From an optimization exercise on the open Yosys and OpenROAD flow, aimed at a short achievable clock period and few clock cycles; shortcuts taken in it are not production practice.
The RTL was checked by simulation tests, not by an equivalence proof against the original design.
No activity file was given, so power comes from the tool's default toggle rates.

File: flow/design.v
module Mux2_1 (
    sel,
    in1,
    in2,
    out
);
    parameter N=1;
    output [N-1:0] out;
    input [N-1:0] in1, in2;
    input sel;
    assign out = (sel)?in2:in1;
endmodule
module Mux4_1 (
    sel,
    in1,
    in2,
    in3,
    in4,
    out
);
    parameter N=1;
    input [1:0] sel;
    input [N-1:0] in1, in2, in3, in4;
    output reg [N-1:0] out;
    always @(*) begin
        case(sel)
            2'b00: out = in1;
            2'b01: out = in2;
            2'b10: out = in3;
            2'b11: out = in4;
				default: out =in1;
        endcase
    end
endmodule
module FlipFlop(
    input clk, 
    input rst, 
    input d, 
    output reg q
);
    always @(posedge clk or posedge rst) begin
	if(rst == 1)
      q<=0; 
	 else 
begin
		  q<=d;
    end
end
endmodule
module RegWLoad(
    clk,
    rst,
    load,
    data_in, 
    data_out 
);
    parameter SIZE=32;
    input clk, rst, load;
    input [SIZE-1:0] data_in; 
    output [SIZE-1:0] data_out;
    wire [SIZE-1:0] ds;
    genvar i;
    generate
    for(i=0;i<SIZE;i=i+1) begin : GENERATE_HEADER
        Mux2_1 m (load,data_out[i],data_in[i],ds[i]);
        FlipFlop f(clk,rst,ds[i],data_out[i]);
    end
    endgenerate
endmodule
module rca32(
input [31:0] a,
input [31:0] b,
input cin,
output wire [31:0] sum,
output wire [31:0] cout
);
integer i;
reg [31:0] sumtemp;
reg [31:0] couttemp;
always @(*)
begin	
   sumtemp[0] = a[0] ^ b[0] ^ cin;
   couttemp[0] = a[0]&b[0] | b[0]&cin | a[0]&cin;
for(i=1;i<32;i=i+1)
    begin
		sumtemp[i] = a[i] ^ b[i] ^ couttemp[i-1];
		  couttemp[i] = a[i]&b[i] | b[i]&couttemp[i-1] | a[i]&couttemp[i-1];
	end
end
assign cout=couttemp;
assign sum = sumtemp;
endmodule
module AdderSub (
    input sub,
    input [31:0] input1,
    input [31:0] input2,
    output [31:0] adderout
);
    wire co;
    wire ci;
    wire [31:0] b2;
    assign ci=sub?1:0;
    assign b2=sub?~input2:input2;
    rca32 r(input1,b2,ci,adderout,co);
endmodule
module Shifter(
input [31:0] tobeshifted,
input [4:0] amount,
input [1:0] left,
output [31:0] aftershifting
);
reg signed [31:0] shifting;
always @(*) begin
    shifting=tobeshifted;
    if(left[0]==1 && left[1]==0)begin
        if(amount[0]==1) begin 
				shifting = shifting <<1; 
        end
        if(amount[1]==1) begin 
				shifting = shifting <<2;
        end
        if(amount[2]==1) begin
				shifting = shifting <<4;
        end
        if(amount[3]==1) begin
				shifting = shifting <<8;
        end
        if(amount[4]==1) begin
				shifting = shifting <<16;
        end
    end
    else if(left[1]==0 && left[0]==0)begin
        if(amount[0]==1) begin 
				shifting = shifting>>1; 
        end
        if(amount[1]==1)begin 
				shifting = shifting>>2;
        end
        if(amount[2]==1)begin
				shifting = shifting >>4;
        end
        if(amount[3]==1)begin
				shifting = shifting >>8;
        end
        if(amount[4]==1) begin
				shifting = shifting >>16;
        end
    end
    else begin
        if(amount[0]==1) begin 
				shifting = $signed(shifting)>>>1; 
        end
        if(amount[1]==1)begin 
				shifting = $signed(shifting)>>>2;
        end
        if(amount[2]==1)begin
				shifting = $signed(shifting)>>>4;
        end
        if(amount[3]==1)begin
				shifting = $signed(shifting)>>>8;
        end
        if(amount[4]==1) begin
				shifting = $signed(shifting)>>>16;
        end
    end
end
assign aftershifting=shifting;
endmodule
module ALU(
    input [3:0] sel,
    input [2:0] func3,
    input [31:0] input1,
    input [31:0] input2,
	 input CompFlag,
    output reg [31:0] alu_out,
    output reg flag
);
    wire [31:0] sum_diff;
    wire sub;
    wire [31:0] shifted;
    assign sub = (sel==1)?1:0;
    AdderSub a1(sub,input1,input2,sum_diff);
    Shifter s1(input1,{input2[4],input2[3],input2[2],input2[1],input2[0]},{sel[1],sel[0]}, shifted);
    always @(*) begin
        case(sel)
            4'b00_00: alu_out=sum_diff;
            4'b00_01: alu_out=sum_diff;
            4'b01_01: alu_out=input1&input2;
            4'b01_00: alu_out=input1|input2;
            4'b01_11: alu_out=input1^input2;
            4'b10_01: alu_out=shifted;
            4'b10_00: alu_out=shifted;
            4'b10_10: alu_out=shifted;
            4'b11_11: alu_out= (input1<input2)?1'b1:1'b0;
            4'b11_01: alu_out= ($signed(input1)<$signed(input2))?1'b1:1'b0;
				4'b00_11: alu_out= input2;
				4'b00_10: alu_out= (CompFlag == 1'b1)?(input2 + 32'd2):(input2 + 32'd4);
				4'b11_00: alu_out=input1;
				4'b11_10: alu_out=(~input1)&input2;
            default: alu_out=0;
        endcase
        case(func3)
            3'b000: flag=(input1==input2)?1:0;
            3'b001 : flag=(input1!=input2)?1:0;
            3'b100 : flag=($signed(input1)<$signed(input2))?1:0;
            3'b101 : flag=($signed(input1)>=$signed(input2))?1:0;
            3'b110 :flag=(input1<input2)?1:0;
            3'b111 :flag=(input1>=input2)?1:0;
            default: flag=0;
        endcase
    end
endmodule
module ALUControl(
    input [1:0] ALUOp,
    input [2:0] func3,
    input func7,
	 input [4:0] opcode,
    output reg [3:0] sel
);
    always @(*) begin
        case(ALUOp) 
            0:	if (opcode==5'b11100 && (func3==3'b001 || func3==3'b101))
							sel = 4'b11_00;
						else if (opcode==5'b11100 && (func3==3'b010 || func3==3'b110))
							sel = 4'b01_00;
						else if (opcode==5'b11100 && (func3==3'b010 || func3==3'b110))
							sel = 4'b01_00;
						else if (opcode==5'b11100 && (func3==3'b011 || func3==3'b111))
							sel = 4'b11_10;
					else 
						sel = 4'b00_00;    
            1:	if((opcode==5'b11_011)||(opcode==5'b11_001))
						sel= 4'b00_10; 
					else 
						sel = 4'b00_00;    
            2: if(opcode==5'b01_101)
						sel = 4'b00_11;
					else if((func3==3'b000)&&!func7) 
                    sel = 4'b00_00;
                else if (func3==3'b000)
                    sel = 4'b00_01;
                else if(func3==3'b001)
                    sel = 4'b10_01;
                else if(func3==3'b010)
                    sel = 4'b11_01;
                else if(func3==3'b011)
                    sel = 4'b11_11;
                else if(func3==3'b101 && func7 ==1'b0) 
                    sel = 4'b10_00;
					 else if(func3==3'b101 && func7 == 1'b1) 
                    sel = 4'b10_10;
                else if(func3==3'b100)
                    sel = 4'b01_11;
                 else if(func3==3'b110)
                    sel = 4'b01_00;
                else if(func3==3'b111)
                    sel = 4'b01_01;
                else
                    sel = 4'b0000;
            3:	 if(func3==3'b000) 
                    sel = 4'b00_00;
                else if(func3==3'b001) 
                    sel = 4'b10_01;
                else if(func3==3'b010) 
                    sel = 4'b11_01;
                else if(func3==3'b011) 
                    sel = 4'b11_11;
                else if(func3==3'b101 && func7 ==1'b0) 
                    sel = 4'b10_00;
					 else if(func3==3'b101 && func7 == 1'b1) 
                    sel = 4'b10_10;
                else if(func3==3'b100) 
                    sel = 4'b01_11;
                 else if(func3==3'b110) 
                    sel = 4'b01_00;
                else if(func3==3'b111) 
                    sel = 4'b01_01;
                else
                    sel = 4'b0000;
            default: sel = 4'b00_11;        
        endcase
    end
endmodule
module ControlUnit (
    input [4:0] opcode,
	 input [2:0] func,
	 input [11:0]func12,
    output Branch,
    output MemRead,
    output MemToReg,
    output [1:0] ALUOp,
    output MemWrite,
    output ALUSrc,
    output RegWrite,
    output jump,
    output auipc,
	 output csr,
	 output csr_imm,
	 output MRET,
	 output US
);
    assign Branch = (opcode==5'b11_000)?1:0;
    assign MemRead = (opcode[4:2]==0)?1:0; 
    assign MemToReg = (opcode[4:2]==0)?1:0;
    assign ALUOp[1] = ((opcode[4:2]==3)||(opcode[4:2]==1))?1:0;
    assign ALUOp[0] = ((opcode[4:2]==6)||(opcode[4:2]==1))?1:0;
    assign MemWrite = (opcode[4:2]==2)?1:0;
    assign ALUSrc = ((opcode[4:2]==0)||(opcode[4:2]==2)||(opcode[4:2]==1)||(opcode==5'b01_101))?1:0;
    assign RegWrite = ((opcode[4:2]==0)||(opcode[4:2]==1)||(opcode[4:2]==3)||(opcode==5'b11_001)||(opcode==5'b11_011)||(opcode==5'b11100))?1:0;
    assign auipc = (opcode== (5'b00_101));
    assign jump = (opcode==(5'b11_001))||(opcode==(5'b11_011));
	 assign csr = (opcode== (5'b11100));
	 assign csr_imm = (func[2]==1&&opcode== (5'b11100));
	 assign MRET =((opcode== (5'b11100))&&(func12==32'h302))?1'b1:1'b0;
	 assign US = func[2]; 
endmodule
module rv32_ImmGen (
    input  wire [31:0]  IR,
    output reg  [31:0]  Imm
);
always @(*) begin
	case (IR[6:2])
		5'b00_100   : 	Imm = { {21{IR[31]}}, IR[30:25], IR[24:21], IR[20] };
		5'b01_000     :     Imm = { {21{IR[31]}}, IR[30:25], IR[11:8], IR[7] };
		5'b01_101       :     Imm = { IR[31], IR[30:20], IR[19:12], 12'b0 };
		5'b00_101     :     Imm = { IR[31], IR[30:20], IR[19:12], 12'b0 };
		5'b11_011       : 	Imm = { {12{IR[31]}}, IR[19:12], IR[20], IR[30:25], IR[24:21], 1'b0 };
		5'b11_001      : 	Imm = { {21{IR[31]}}, IR[30:25], IR[24:21], IR[20] };
		5'b11_000    : 	Imm = { {20{IR[31]}}, IR[7], IR[30:25], IR[11:8], 1'b0};
		5'b11100	: Imm = { 27'b0, IR[19:15] };
		default           : 	Imm = { {21{IR[31]}}, IR[30:25], IR[24:21], IR[20] };  
	endcase 
end
endmodule
module Decompressor(
input [15:0] IW_Comp,
output reg [31:0] IW_Decomp
    );
	 wire [1:0] opcode = IW_Comp[1:0];
	 wire [4:0] rd_rs1 = IW_Comp[11:7];
	 wire [4:0] rs2 = IW_Comp[6:2];
	 wire [2:0] funct3 = IW_Comp[15:13];
	 always @ (*)
	 begin
		IW_Decomp = 32'b11111111111111111111111111111111;
		if(IW_Comp == 16'b1001000000000010)
			begin
				IW_Decomp = 32'b00000000000100000000000001110011;
			end
		else if (opcode == 2'b00)
			begin
				case(funct3)
					0:  
					begin
						IW_Decomp = {{2'b0,IW_Comp[10:7],IW_Comp[12:11],IW_Comp[5],IW_Comp[6],2'b0}, 5'd2, 3'b0, {2'b1,IW_Comp[4:2]}, 7'b0010011};
					end
					2:  
					begin
						IW_Decomp = {{5'b0, IW_Comp[5], IW_Comp[12:10], IW_Comp[6], 2'b0}, {2'b1,IW_Comp[9:7]}, 3'b010, {2'b1,IW_Comp[4:2]}, 7'b0000011};
					end
					6:  
					begin
						IW_Decomp = {{5'b0, IW_Comp[5], IW_Comp[12]}, {2'b1,IW_Comp[4:2]}, {2'b1,IW_Comp[9:7]}, 3'b010, {IW_Comp[11:10], IW_Comp[6], 2'b0}, 7'b0100011};
					end
				endcase
			end
		else if (opcode == 2'b01)
			begin
				case(funct3)
					0:  
						begin
						IW_Decomp = {{(IW_Comp[12])?7'b1111111:7'b0, IW_Comp[6:2]}, IW_Comp[11:7], 3'b000, IW_Comp[11:7], 7'b0010011};
						end
					1:  
						begin
							IW_Decomp = {{IW_Comp[12],{IW_Comp[8], IW_Comp[10:9], IW_Comp[6], IW_Comp[7], IW_Comp[2], IW_Comp[11], IW_Comp[5:3]} , (IW_Comp[12])?9'b111111111:9'b0}, 5'b00001, 7'b1101111};
						end
					2:  
						begin
						IW_Decomp = {{(IW_Comp[12])?7'b1111111:7'b0, IW_Comp[6:2]}, 8'b0, rd_rs1, 7'b0010011};
						end
					3: 
						begin
						if (IW_Comp[11:7] == 5'b00010)  
							begin
							IW_Decomp = {{(IW_Comp[12])?2'b11:2'b0, IW_Comp[12], IW_Comp[4:3], IW_Comp[5], IW_Comp[2], IW_Comp[6], 4'b0}, IW_Comp[11:7], 3'b000, IW_Comp[11:7], 7'b0010011};
							end
						else  
							begin
							IW_Decomp = {{(IW_Comp[12])?14'b11111111111111:14'b0, IW_Comp[12], IW_Comp[6:2]}, rd_rs1, 7'b0110111};
							end
						end
					4:
						begin
						if ((IW_Comp[15:10] == 6'b100011) && (IW_Comp[6:5] == 2'b10))   
							begin
							IW_Decomp = {7'b0, {2'b01, IW_Comp[4:2]}, {2'b01, IW_Comp[9:7]}, 3'b110, {2'b01, IW_Comp[9:7]}, 7'b0110011};
							end
						else if ((IW_Comp[15:10] == 6'b100011) && (IW_Comp[6:5] == 2'b01))	 
							begin
							IW_Decomp = {7'b0, {2'b01, IW_Comp[4:2]}, {2'b01, IW_Comp[9:7]}, 3'b100, {2'b01, IW_Comp[9:7]}, 7'b0110011};
							end
						else if ((IW_Comp[15:10] == 6'b100011) && (IW_Comp[6:5] == 2'b00))	 
							begin
							IW_Decomp = {7'b0100000, {2'b01, IW_Comp[4:2]}, {2'b01, IW_Comp[9:7]}, 3'b000, {2'b01, IW_Comp[9:7]}, 7'b0110011};
							end
						else if (IW_Comp[11:10] == 2'b11)   
						begin
							IW_Decomp = {7'b0, {2'b01, IW_Comp[4:2]}, {2'b01, IW_Comp[9:7]}, 3'b111, {2'b01, IW_Comp[9:7]}, 7'b0110011};
						end
						else if (IW_Comp[11:10] == 2'b10)   
							begin
							IW_Decomp = {{(IW_Comp[12])?6'b111111:6'b0, IW_Comp[12], IW_Comp[6:2]}, {2'b01, IW_Comp[9:7]}, 3'b111, {2'b01, IW_Comp[9:7]}, 7'b0010011};
							end
						else if (IW_Comp[11:10] == 2'b01)   
							begin
							IW_Decomp = {6'b010000, IW_Comp[12], IW_Comp[6:2], {2'b01, IW_Comp[9:7]}, 3'b101, {2'b01, IW_Comp[9:7]}, 7'b0010011};
							end
						else if (IW_Comp[11:10] == 2'b00)   
							begin
							IW_Decomp = {6'b0, IW_Comp[12], IW_Comp[6:2], {2'b01, IW_Comp[9:7]}, 3'b101, {2'b01, IW_Comp[9:7]}, 7'b0010011};
							end
						end
					5:  
						begin
						IW_Decomp = {{IW_Comp[12],{IW_Comp[8], IW_Comp[10:9], IW_Comp[6], IW_Comp[7], IW_Comp[2], IW_Comp[11], IW_Comp[5:3]} , (IW_Comp[12])?9'b111111111:9'b0}, 5'b0, 7'b1101111};
						end
					6:  
						begin
							IW_Decomp = {{IW_Comp[12], IW_Comp[12], IW_Comp[12], IW_Comp[12], IW_Comp[6:5], IW_Comp[2]}, 5'b0, {2'b01, IW_Comp[9:7]}, 3'b000, {IW_Comp[11:10], IW_Comp[4:3], IW_Comp[12]}, 7'b1100011};
						end
					7:  
						begin
							IW_Decomp = {{IW_Comp[12], IW_Comp[12], IW_Comp[12], IW_Comp[12], IW_Comp[6:5], IW_Comp[2]}, 5'b0, {2'b01, IW_Comp[9:7]}, 3'b001, {IW_Comp[11:10], IW_Comp[4:3], IW_Comp[12]}, 7'b1100011};
						end
				endcase
			end
		else if (opcode == 2'b10)
		begin
			case(funct3)
				0:  
					begin
					IW_Decomp = {6'b0, IW_Comp[12], IW_Comp[6:2], rd_rs1, 3'b001, rd_rs1, 7'b0010011};
					end
				2:  
					begin
					IW_Decomp = {{4'b0, IW_Comp[3:2], IW_Comp[12], IW_Comp[6:4], 2'b0}, 5'b00010, 3'b010, rd_rs1, 7'b0000011};
					end
				4:
					begin
					if (IW_Comp[6:2] != 0)
						begin
							if (IW_Comp[12] == 1)  
								IW_Decomp = {7'b0, rs2, rd_rs1, 3'b0, rd_rs1, 7'b0110011};
							else  
								IW_Decomp = {7'b0, rs2, 5'b0, 3'b0, rd_rs1, 7'b0110011};
						end
					else if (IW_Comp[12] == 1)   
						IW_Decomp = {12'b0, rd_rs1, 3'b0, 5'b00001, 7'b1100111};
					else  
						IW_Decomp = {12'b0, rd_rs1, 3'b0, 5'b0, 7'b1100111};
					end
				6:  
					begin
					IW_Decomp = {{4'b0, IW_Comp[8:7], IW_Comp[12]}, rs2, 5'b00010, 3'b010, {IW_Comp[11:9], 2'b0}, 7'b0100011};
					end
				endcase
			end
		end
endmodule
module ForwardingUnit(
input MEMWB_RegWrite_out,
input IDEX_MemWrite_out,
input [4:0] IR_out_rs1,
input [4:0] IDEX_IW_out_rd,
input [4:0] IDEX_IW_out_rs1,
input [4:0] IDEX_IW_out_rs2,
input [4:0] IR_out_rs2,
input MEMWB_MemToReg_out,
input [4:0] MEMWB_RD,
output reg [1:0] forwardA,
output reg [1:0] forwardB
    );
always @(*)
begin
if(MEMWB_RegWrite_out && (MEMWB_RD!=0) && (MEMWB_RD == IDEX_IW_out_rs1))
    forwardA = 2'b10;
    else 
      forwardA = 2'b00;
if(MEMWB_RegWrite_out && (MEMWB_RD!=0) && (MEMWB_RD == IDEX_IW_out_rs2))
    forwardB = 2'b10;
     else 
       forwardB = 2'b00;
 if((MEMWB_MemToReg_out||(MEMWB_MemToReg_out&&IDEX_MemWrite_out)) && (MEMWB_RD != 0) && (MEMWB_RD==IDEX_IW_out_rs1) ) 
    forwardA = 2'b01;
if((MEMWB_MemToReg_out||(MEMWB_MemToReg_out&&IDEX_MemWrite_out)) && (MEMWB_RD != 0) && (MEMWB_RD==IDEX_IW_out_rs2) ) 
    forwardB = 2'b01;
end
endmodule
module RegFile(
	input  clk,
	input rst,
	input  rf_write_register,
	input  [4:0] rf_rd,
	input  [31:0] rf_write_data,
	input  [4:0] rs1,
	input  [4:0] rs2,
	output  [31:0] read_data1,
	output  [31:0] read_data2
	);
	assign read_data1 = (rs1==0) ? 32'b0: rf[rs1];
	assign read_data2 = (rs2==0) ? 32'b0: rf[rs2];
    reg[31:0] rf[31:0];
	  integer i;
    always @ (posedge clk or posedge rst)
	 begin
			 if(rst)begin
					 for (i=0; i<32; i=i+1) rf[i] <= 32'b0;
			 end
			 else begin
				  if(rf_write_register==1)
						rf[rf_rd] <= rf_write_data;
			 end
	end
endmodule
module DataPath(
   input clk,
   input rst,
	input [31:0] DataMem_out,
	output memory_write,
   output [31:0] RS2ALU_Mux_Out,
	output [1:0] MemSize,
	output [31:0] Mem_Addr,
	output memory_unsigned
);
    wire [31:0] PC_4;
    wire [31:0] PC_New;
    wire [31:0] IDEX_PC;
    wire jump;
    wire auipc;
    wire [31:0] PC;
    wire Branch_Sel;
    wire [31:0] IR_out;
    wire [31:0] Imm_in;
    wire Branch_in;
    wire MemRead_in;
    wire MemToReg_in;
    wire [1:0] ALUOp_in;
    wire MemWrite_in;
    wire ALUSrc_in;
    wire RegWrite_in;
    wire IDEX_Branch_out;
    wire IDEX_MemRead_out;
    wire IDEX_MemToReg_out;
    wire [1:0] IDEX_ALUOp_out;
    wire IDEX_MemWrite_out;
    wire IDEX_ALUSrc_out;
    wire IDEX_RegWrite_out;
    wire [31:0] IDEX_IW_out;
    wire MEMWB_MemToReg_out;
    wire Stall;
    wire [3:0] ALU_Sel;
    wire [31:0] ALU_out;
    wire ALUFlag;
    wire [31:0] RFIn_2;
    wire [31:0] RS1_in;
    wire [31:0] RS2_in;
    wire [31:0] IDEX_RS1_out;
    wire [31:0] IDEX_RS2_out;
    wire [31:0] WB_out;
    wire [31:0] JA_out;
    wire [31:0] ALUIn1;
    wire [31:0] ALUIn2;
    wire [31:0] MEMWB_ALUOut;
    wire [31:0] AUIPC_out;
    wire [31:0] MEMWB_DataMemOut;
    wire [1:0] forwardA;
    wire [1:0] forwardB;
    wire MEMWB_RegWrite_out;
    wire [4:0] MEMWB_RD;
    wire [31:0] IDEX_Imm_out;
	 wire [31:0] MEMWB_AUIPCadderout;
	 wire [31:0] jaltemp;
	 wire [31:0] DataIR_in;
	 wire [31:0] Inst_Decomp;
	 wire CompFlag_in;
	 wire IDEX_CompFlag;
	 wire MEMWB_jump_out;
	 wire MEMWB_auipc_out;
	 wire IDEX_jump_out;
	 wire IDEX_auipc_out;
    wire [31:0] Branching_out;
	 wire [31:0] IRMem_out;
	 wire UnsiSignal;
	 wire csr, csr_imm_control, MRET;
	 wire [31:0] JAL_R_out;
	 wire IDEX_JALR;
    reg counter;
    always @(posedge clk or posedge rst) begin
        if (rst) counter <= 1'b1;
        else     counter <= ~counter;
    end
    wire ld_long = ~counter;
    wire ld_ir   = counter;
    Mux4_1 #(32) PC_Mux(.sel({IDEX_jump_out,Branch_Sel}), .in1(PC_4), .in2(Branching_out),.in3(JAL_R_out), .in4(JAL_R_out), .out(PC_New));
    RegWLoad #(32) PC_reg(.clk(clk), .rst(rst), .load(ld_long & ~Stall), .data_in(PC_New), .data_out(PC));
	 assign PC_4 = (IRMem_out[1:0] == 2'b11)?(PC + 32'd4):(PC + 32'd2);
    Mux2_1 #(32) Addr_Mux(.sel(counter), .in2(PC), .in1(ALU_out), .out(Mem_Addr));
    Mux2_1 #(1) MemWrite_Mux(.sel(counter), .in1(IDEX_MemWrite_out), .in2(1'b0), .out(memory_write));
    Mux2_1 #(2) MemSize_Mux(.sel(counter), .in1(IDEX_IW_out[13:12]), .in2(2'b10), .out(MemSize));
    Decompressor Decomp(.IW_Comp(DataMem_out[15:0]), .IW_Decomp(Inst_Decomp));
	 assign DataIR_in = (DataMem_out[1:0] == 2'b11)?DataMem_out:Inst_Decomp;
	 assign CompFlag_in = (IRMem_out[1:0] == 2'b11)?1'b0:1'b1;
	 RegWLoad #(32) IR(.clk(clk), .rst(rst), .load(ld_ir), .data_in(DataIR_in), .data_out(IR_out));
	 RegWLoad #(32) IRDecomp(.clk(clk), .rst(rst), .load(ld_ir), .data_in(DataMem_out), .data_out(IRMem_out));
	 wire oring;
	 assign oring = MEMWB_jump_out | MEMWB_auipc_out;
    rv32_ImmGen ImmGen(.IR(IR_out), .Imm(Imm_in));
    ControlUnit ControlUnit(.opcode(IR_out[6:2]),.MRET(MRET),.func12(IR_out[31:20]), .Branch(Branch_in), .MemRead(MemRead_in), .MemToReg(MemToReg_in), .ALUOp(ALUOp_in), .MemWrite(MemWrite_in), .ALUSrc(ALUSrc_in), .RegWrite(RegWrite_in) ,.jump(jump),.auipc(auipc), .csr(csr), .csr_imm(csr_imm_control),.func(IR_out[14:12]), .US(UnsiSignal));
    Mux2_1 #(32) JAL_AUIPC_Mux(.sel(MEMWB_jump_out), .in1(MEMWB_AUIPCadderout), .in2(IDEX_PC), .out(JA_out));
    Mux2_1 #(32) RS2Data_Mux(.sel(oring), .in1(WB_out), .in2(JA_out), .out(RFIn_2));
    RegFile RF(.clk(clk), .rst(rst), .rf_write_register(counter & MEMWB_RegWrite_out), .rf_rd(MEMWB_RD), .rf_write_data(RFIn_2),
               .rs1(IR_out[19:15]), .rs2(IR_out[24:20]), .read_data1(RS1_in), .read_data2(RS2_in));
    assign Stall = 1'b0;
    wire kill = Stall||IDEX_jump_out||Branch_Sel;
    RegWLoad #(32) IDEX_IW_Reg(.clk(clk), .rst(rst), .load(ld_long), .data_in(IR_out), .data_out(IDEX_IW_out));
    RegWLoad #(32) IDEX_ImmGen_Reg(.clk(clk), .rst(rst), .load(ld_long), .data_in(Imm_in), .data_out(IDEX_Imm_out));
    RegWLoad #(1)  IDEX_Branch_Reg(.clk(clk), .rst(rst), .load(ld_long), .data_in(kill?1'b0:Branch_in), .data_out(IDEX_Branch_out));
    RegWLoad #(1)  IDEX_MemRead_Reg(.clk(clk), .rst(rst), .load(ld_long), .data_in(kill?1'b0:MemRead_in), .data_out(IDEX_MemRead_out));
    RegWLoad #(1)  IDEX_MemToReg_Reg(.clk(clk), .rst(rst), .load(ld_long), .data_in(kill?1'b0:MemToReg_in), .data_out(IDEX_MemToReg_out));
    RegWLoad #(2)  IDEX_ALUOp_Reg(.clk(clk), .rst(rst), .load(ld_long), .data_in(kill?2'b0:ALUOp_in), .data_out(IDEX_ALUOp_out));
    RegWLoad #(1)  IDEX_MemWrite_Reg(.clk(clk), .rst(rst), .load(ld_long), .data_in(kill?1'b0:MemWrite_in), .data_out(IDEX_MemWrite_out));
    RegWLoad #(1)  IDEX_UnsiSignal_Reg(.clk(clk), .rst(rst), .load(ld_long), .data_in(kill?1'b0:UnsiSignal), .data_out(memory_unsigned));
	 RegWLoad #(1)  IDEX_ALUSrc_Reg(.clk(clk), .rst(rst), .load(ld_long), .data_in(kill?1'b0:ALUSrc_in), .data_out(IDEX_ALUSrc_out));
    RegWLoad #(1)  IDEX_RegWrite_Reg(.clk(clk), .rst(rst), .load(ld_long), .data_in(kill?1'b0:RegWrite_in), .data_out(IDEX_RegWrite_out));
    RegWLoad #(32) IDEX_RS1_Reg(.clk(clk), .rst(rst), .load(ld_long), .data_in(RS1_in), .data_out(IDEX_RS1_out));
    RegWLoad #(32) IDEX_RS2_Reg(.clk(clk), .rst(rst), .load(ld_long), .data_in(RS2_in), .data_out(IDEX_RS2_out));
    RegWLoad #(32) IDEX_PC_Reg(.clk(clk),.rst(rst), .load(ld_long), .data_in(PC), .data_out(IDEX_PC));
	 RegWLoad #(1)  IDEX_jump_Reg(.clk(clk), .rst(rst), .load(ld_long), .data_in(kill?1'b0:jump), .data_out(IDEX_jump_out));
	 RegWLoad #(1)  IDEX_auipc_Reg(.clk(clk), .rst(rst), .load(ld_long), .data_in(kill?1'b0:auipc), .data_out(IDEX_auipc_out));
	 RegWLoad #(1)  IDEX_CompFlag_Reg(.clk(clk), .rst(rst), .load(ld_long), .data_in(kill?1'b0:CompFlag_in), .data_out(IDEX_CompFlag));
    ALUControl ALUControl(.opcode(IDEX_IW_out[6:2]),.ALUOp(IDEX_ALUOp_out), .func3(IDEX_IW_out[14:12]), .func7(IDEX_IW_out[30]), .sel(ALU_Sel));
    Mux4_1 #(32) ALUIn1_Mux(.sel(forwardA), .in1(IDEX_RS1_out), .in2(WB_out), .in3(MEMWB_ALUOut), .in4(32'b0), .out(ALUIn1));
    Mux4_1 #(32) RS2ALU_Mux(.sel(forwardB), .in1(IDEX_RS2_out), .in2(WB_out), .in3(MEMWB_ALUOut), .in4(32'b0), .out(RS2ALU_Mux_Out));
    Mux4_1 #(32) ALUIn2_Mux(.sel({IDEX_jump_out,IDEX_ALUSrc_out}), .in1(RS2ALU_Mux_Out), .in2(IDEX_Imm_out),.in3(IDEX_PC),.in4(IDEX_PC), .out(ALUIn2));
    ALU ALU(.sel(ALU_Sel), .func3(IDEX_IW_out[14:12]), .input1(ALUIn1), .input2(ALUIn2), .CompFlag(IDEX_CompFlag), .alu_out(ALU_out), .flag(ALUFlag));
	 assign IDEX_JALR = (IDEX_IW_out[6:2] == 5'b11_001);
	 Mux2_1 #(32) RggD_Mux(.sel(IDEX_JALR), .in1(IDEX_PC), .in2(ALUIn1), .out(jaltemp));
  	 AdderSub AUIPC_Addr(.sub(IDEX_Imm_out[31]), .input1(jaltemp), .input2(((IDEX_Imm_out[31]==1'b0)?IDEX_Imm_out:(~IDEX_Imm_out+32'b1))), .adderout(AUIPC_out));
	 assign JAL_R_out = (IDEX_JALR)?{AUIPC_out[31:1], 1'b0}:AUIPC_out;
  	 AdderSub branch_Addr(.sub(IDEX_Imm_out[31]), .input1(IDEX_PC), .input2(((IDEX_Imm_out[31]==1'b0)?IDEX_Imm_out:((~IDEX_Imm_out+32'b1)))), .adderout(Branching_out));
    ForwardingUnit fwd(.IDEX_MemWrite_out(IDEX_MemWrite_out),.MEMWB_RegWrite_out(MEMWB_RegWrite_out),.IR_out_rs1(IR_out[19:15]),.IDEX_IW_out_rd(IDEX_IW_out[11:7]),.IDEX_IW_out_rs1(IDEX_IW_out[19:15]),.IDEX_IW_out_rs2(IDEX_IW_out[24:20]),.IR_out_rs2(IR_out[24:20]),.MEMWB_MemToReg_out(MEMWB_MemToReg_out),.MEMWB_RD(MEMWB_RD),.forwardA(forwardA),.forwardB(forwardB));
	 Mux2_1 #(32) WB_Mux(.sel(MEMWB_MemToReg_out), .in1(MEMWB_ALUOut), .in2(MEMWB_DataMemOut), .out(WB_out));
    assign Branch_Sel = ALUFlag & IDEX_Branch_out;
    RegWLoad #(1)  MEMWB_MemToReg_Reg(.clk(clk), .rst(rst), .load(ld_long), .data_in(IDEX_MemToReg_out), .data_out(MEMWB_MemToReg_out));
    RegWLoad #(32) MEMWB_ALUOut_Reg(.clk(clk), .rst(rst), .load(ld_long), .data_in(IDEX_auipc_out ? AUIPC_out : ALU_out), .data_out(MEMWB_ALUOut));
    RegWLoad #(32) MEMWB_DataMemOut_Reg(.clk(clk), .rst(rst), .load(ld_long), .data_in(DataMem_out), .data_out(MEMWB_DataMemOut));
    RegWLoad #(1)  MEMWB_RegWrite_Reg(.clk(clk), .rst(rst), .load(ld_long), .data_in(IDEX_RegWrite_out), .data_out(MEMWB_RegWrite_out));
    RegWLoad #(5)  MEMWB_RD_Reg(.clk(clk), .rst(rst), .load(ld_long), .data_in(IDEX_IW_out[11:7]), .data_out(MEMWB_RD));
 	 RegWLoad #(1)  MEMWB_jump_Reg(.clk(clk), .rst(rst), .load(ld_long), .data_in(IDEX_jump_out), .data_out(MEMWB_jump_out));
	 RegWLoad #(1)  MEMWB_auipc_Reg(.clk(clk), .rst(rst), .load(ld_long), .data_in(IDEX_auipc_out), .data_out(MEMWB_auipc_out));
	 RegWLoad #(32) MEMWB_AUIPCout_reg(.clk(clk), .rst(rst), .load(ld_long), .data_in(AUIPC_out), .data_out(MEMWB_AUIPCadderout));
endmodule
File: flow/run.sh
#!/bin/bash
# synth_recipe.tcl (not shown) runs the flow's synth.tcl, then flattens the netlist and writes it again
# the make line also repeats each setting of config.mk as NAME=value (left out here)
make -C /OpenROAD-flow-scripts/flow DESIGN_CONFIG=/design/flow/config.mk WORK_HOME=/design/flow/orfs CLKGATE_MAP_FILE= SYNTH_SCRIPT=/design/flow/synth_recipe.tcl finish
File: flow/config.mk
export PLATFORM = sky130hd
export DESIGN_NAME = DataPath
export DESIGN_NICKNAME = DataPath
export VERILOG_FILES = /design/flow/design.v
export SDC_FILE = /design/flow/constraint.sdc
export NUM_CORES = 4
export LEC_CHECK = 0
export CAP_MARGIN = 20
export CORE_MARGIN = 2
export CORE_UTILIZATION = 22
export PLACE_DENSITY = 0.4
export SLEW_MARGIN = 20
File: flow/constraint.sdc
create_clock -name core_clock -period 20.0 [get_ports {clk}]
set_input_delay 4.0000 -clock core_clock [delete_from_list [all_inputs] [get_ports {clk}]]
set_output_delay 4.0000 -clock core_clock [all_outputs]
set_load 0.01 [all_outputs]
==> metrics.md <==
| Metric | Value |
|---|---|
| WL final | `493000 um` |
| Final core occ | `26.2%` |
| Comb power frac | `44.4%` |
| Final Cell Area | `90600 sq um` |
| DIE AREA | `353000 sq um` |
| GRT Util Overall | `26.9%` |
| Mapped Nets | `8998` |
| Critical Path Most Common Cell | `fa_2` |
| Vias in the first global route | `75055` |
| Max Clk Rate | `0.0504 GHz` |
| Crit-path max cell delay | `420 ps` |
| Core Box Area | `346000 sq um` |
| Clk buf depth | `4` |
| Synth top area share | `43.3%` |
| Final antenna-violating net count | `0` |
| Max stage delay cell, worst path | `fa_2` |
| Yosys Warn Count | `13` |
| # rows | `216` |
| RSZ-0062 raised after global routing | `true` |
| Internal | `0.00743 W` |
| Pwr dens | `155 nW/um^2` |
| Initial antenna violation count | `46` |
| Sequential area share after synthesis | `43.3%` |
| Worst rel slew slack | `11.5%` |
| Worst Setup Start Kind | `flop` |
| Io pins | `102` |
| DR WL/cell | `36.6 um` |
| Clk_skew | `99.1 ps` |
| Dpl hpwl | `322000 um` |
| Post-synthesis sequential element count | `1325` |
| Number of flops mapped to enable cells by yosys | `0` |
| CTS Hold Bufs | `0` |
| Least-Margin Pin Slew | `1320 ps` |
| Period minus WS final | `19830 ps` |
| Root Driver | `clkbuf_16` |
| Die H | `594 um` |
| Clk pwr share | `22.8%` |
| Async set-reset flop share out of synthesis | `100%` |
| Vias/cell | `5.94` |
| Lkg Pwr | `36.4 nW` |
| Total negative setup slack | `0 ps` |
| Worst setup path category | `reg -> out` |
| Finish-stage setup viols | `0` |
| CP endpoint kind | `output port` |
| Hold Path Class | `reg -> reg` |
| Fraction of layout cells with a size suffix above 1 | `12.8%` |
| Critical Path Source | `MEMWB_RD_Reg.GENERATE_HEADER[2].f.q$_DFFE_PP0N_` |
| Slew Viols, Final | `0` |
| Post-synth cell types | `109` |
| DRC | `0` |
| MaxCap Viol Count | `0` |
| Clock-pin slew on the worst setup and hold paths | `60 ps` |
| Vias | `80028` |
| First-pass GRT wire length | `666000 um` |
| Global route overflow | `0` |
| VDD IR-drop max | `0.0710 mV` |
| Cell count after synthesis | `8803` |
| Reg2reg end | `PC_reg.GENERATE_HEADER[31].f.q$_DFFE_PP0N_` |
| Worst-path fanout max | `3` |
| Synthesis-to-layout area growth | `18.4%` |
| End of the critical path | `Mem_Addr[31]` |
| Inst Count DP | `13153` |
| Area after DPL | `84700 sq um` |
| # clock sinks | `1325` |
| Sequential share of power | `32.7%` |
| Yosys top cell by area | `dfrtp_1` |
| Final non-filler cell total | `13478` |
| Synth top area cells | `dfrtp_1, a21oi_1, nor2_1` |
| Outcome | `finished clean` |
| Placer Congestion | `0.991` |
| R2R depth | `49` |
| Final #Nets | `8948` |
| H-tree Lvls | `4` |
| Critical Path RT | `16000 ps` |
| Total CTS buffers | `169` |
| Final Hold Fails | `0` |
| Arrival time worst endpoint | `15830 ps` |
| Fin crit share | `99.2%` |
| DRT Pass-1 Iters | `10` |
| Largest net degree at the start of global routing | `137` |
| CTS tree | `done` |
| Final Total Pwr | `0.0140 W` |
| Setup slack, reg-to-reg | `3480 ps` |
| Mapped cell area | `76500 sq um` |
| Sw Ratio | `47.0%` |
| Worst skew pair latency | `880 ps` |
| Ys flop type | `dfrtp_1` |
| Die span in x | `594 um` |
| Starting Density | `22.1%` |
| Mean Syn Cell Area | `8.69 sq um` |
| Worst r2r src | `MEMWB_RD_Reg.GENERATE_HEADER[1].f.q$_DFFE_PP0N_` |
| Switching power | `0.00658 W` |
| IO Port Bufs | `101` |
| DRT iter0 DRCs | `12078` |
[Yosys cell counts, types with 88 or more instances]
cell type	instances
mux2i_1	158
a221oi_1	273
mux2_2	93
a21oi_1	1180
dfrtp_1	1324
a22o_1	266
o22ai_1	93
fa_1	90
inv_1	136
clkbuf_1	674
nor3_1	161
o21ai_0	579
nand2_1	702
nand4_1	147
xnor2_1	88
nand3_1	157
nor2_1	1260
a22oi_1	359
[cells in the final DEF (no fill, tap or decap), types with 71 or more instances in the layout]
cell type        netlist  routed
nor2_1              1260    1169
o22ai_1               93      93
buf_4                  6     490
nand4_1              147     147
a22oi_1              359     359
mux2_2                93      93
a22o_1               266     266
a221oi_1             273     272
ha_1                  71      71
clkbuf_16              0     174
nor3_1               161     144
mux2i_1              158     158
dfrtp_1             1324    1319
nor2_4                 1      87
clkdlybuf4s50_1        0      96
nand2_1              702     696
xnor2_1               88      88
inv_1                136     133
nand3_1              157     153
a21oi_1             1180    1149
o21ai_0              579     577
[power by group through the flow]
stage / Combinational [W] / Sequential (W) / Clock [W]
after floorplan: 0.00330 / 0.00417 / 0
final: 0.00623 / 0.00458 / 0.00320
after CTS: 0.00598 / 0.00455 / 0.00323
after global placement: 0.00591 / 0.00457 / 0
after global routing: 0.00652 / 0.00467 / 0.00334
after detailed placement: 0.00592 / 0.00458 / 0
[worst max-delay path: cells and delay by family, from the launching register on]
kind | cells | cell delay (ps)
DFF | 1 | 390
and+or+nand+nor | 2 | 430
xor gates and xnor gates | 2 | 320
AOI/OAI and AO/OA | 9 | 1460
adders and majority gates | 30 | 11750
buffers and inverters | 5 | 650
[state kept, by name, indices dropped and copies added, names as in the netlist, 2 cells and up]
register and count:
IDEX_ALUOp_Reg.GENERATE_HEADER.f.q 2, IDEX_RS2_Reg.GENERATE_HEADER.f.q 32, MEMWB_AUIPCout_reg.GENERATE_HEADER.f.q 32, IRDecomp.GENERATE_HEADER.f.q 2, IDEX_RS1_Reg.GENERATE_HEADER.f.q 32, PC_reg.GENERATE_HEADER.f.q 32, MEMWB_ALUOut_Reg.GENERATE_HEADER.f.q 32, IDEX_ImmGen_Reg.GENERATE_HEADER.f.q 32
RF.rf 992, IDEX_PC_Reg.GENERATE_HEADER.f.q 32, IDEX_IW_Reg.GENERATE_HEADER.f.q 24, MEMWB_RD_Reg.GENERATE_HEADER.f.q 5, MEMWB_DataMemOut_Reg.GENERATE_HEADER.f.q 32, IR.GENERATE_HEADER.f.q 30
[metal layers]
| metal | wire length, um | global-route usage (%) | up-vias |
|---|---|---|---|
| li1 | - | - | 32410 |
| met1 | 203000 | 35.9 | 40683 |
| met2 | 206000 | 39.4 | 5579 |
| met3 | 54300 | 7.49 | 1324 |
| met4 | 29600 | 13.6 | 32 |
| met5 | 204 | 0.0676 | - |
[logic make-up after synthesis]
family,count (synthesis),share of synthesized area (%)
DFF,1325,43.3
and+or+nand+nor,2656,15.0
buffers and inverters,982,5.02
AOI/OAI and AO/OA,3324,28.4
muxes,252,3.46
xor gates and xnor gates,103,1.19
adders and majority gates,161,3.52
[worst min-delay path by stage]
stage / startpoint / end / slack, ps / cells past startpoint
detailed placement: RF.rf[1][22]$_DFFE_PP0P_ / RF.rf[1][22]$_DFFE_PP0P_ / 480 / 2
finish: RF.rf[1][16]$_DFFE_PP0P_ / RF.rf[1][16]$_DFFE_PP0P_ / 490 / 2
CTS: RF.rf[1][22]$_DFFE_PP0P_ / RF.rf[1][22]$_DFFE_PP0P_ / 500 / 2
global route: MEMWB_DataMemOut_Reg.GENERATE_HEADER[24].f.q$_DFFE_PP0N_ / MEMWB_DataMemOut_Reg.GENERATE_HEADER[24].f.q$_DFFE_PP0N_ / 530 / 1
global placement: MEMWB_AUIPCout_reg.GENERATE_HEADER[0].f.q$_DFFE_PP0N_ / MEMWB_AUIPCout_reg.GENERATE_HEADER[0].f.q$_DFFE_PP0N_ / 480 / 2
floorplan: IDEX_MemWrite_Reg.GENERATE_HEADER[0].f.q$_DFFE_PP0N_ / IDEX_MemWrite_Reg.GENERATE_HEADER[0].f.q$_DFFE_PP0N_ / 440 / 2
[what timing repair did]
item | CTS | global route
pin swaps | 23 | 4
setup endpoints to repair | 8 | 3
buffers inserted | 4 | 1
gates resized for setup | 37 | 10
[layout make-up]
cell class / instances / area (sq um)
multi-input combinational: 6496 / 40600
sequential: 1325 / 33200
antenna: 19 / 47.5
clock inverter: 49 / 606
inverter: 166 / 632
tap: 4578 / 5730
clock buffer: 250 / 5010
timing repair buffer: 595 / 4770
fill: 37199 / 256000
[per-stage QoR]
stage | setup slack [ps] | hold slack [ps]
after global routing | -172 | 526
after global placement | -2030 | 478
final | 170 | 493
after floorplan | -2320 | 439
after CTS | 53.5 | 495
after detailed placement | -1970 | 482
Testbench counts, summed over its fixed seeds: cycles 30,954.

==> re-timing with driven ports <==
Ports are ideal in the flow. The routed layout listed here was re-timed in OpenROAD. Step 1, drivers: a clkbuf_16 drives clk and a buf_2 each remaining input, both assumed. Step 2 times the ports against the registers' clock, not the clock port: input delays grow and output delays shrink by t, the midpoint of the rising clock arrivals with the driver on. a / b / c = ideal ports / drivers / drivers and shift; a / b = the first two.
shift t [ns]: 0.928
slack for setup (ns): 0.170 / 0.074 / 1.002
worst setup path at the end: register to output
slew at the worst register clock pin (ns): 0.07 / 0.07
worst slew at a driven data input, ns: 0.10
After both steps setup and hold are still met in this run. The setup slack of this run moves by -0.096 ns with the drivers and by +0.832 ns with both steps.
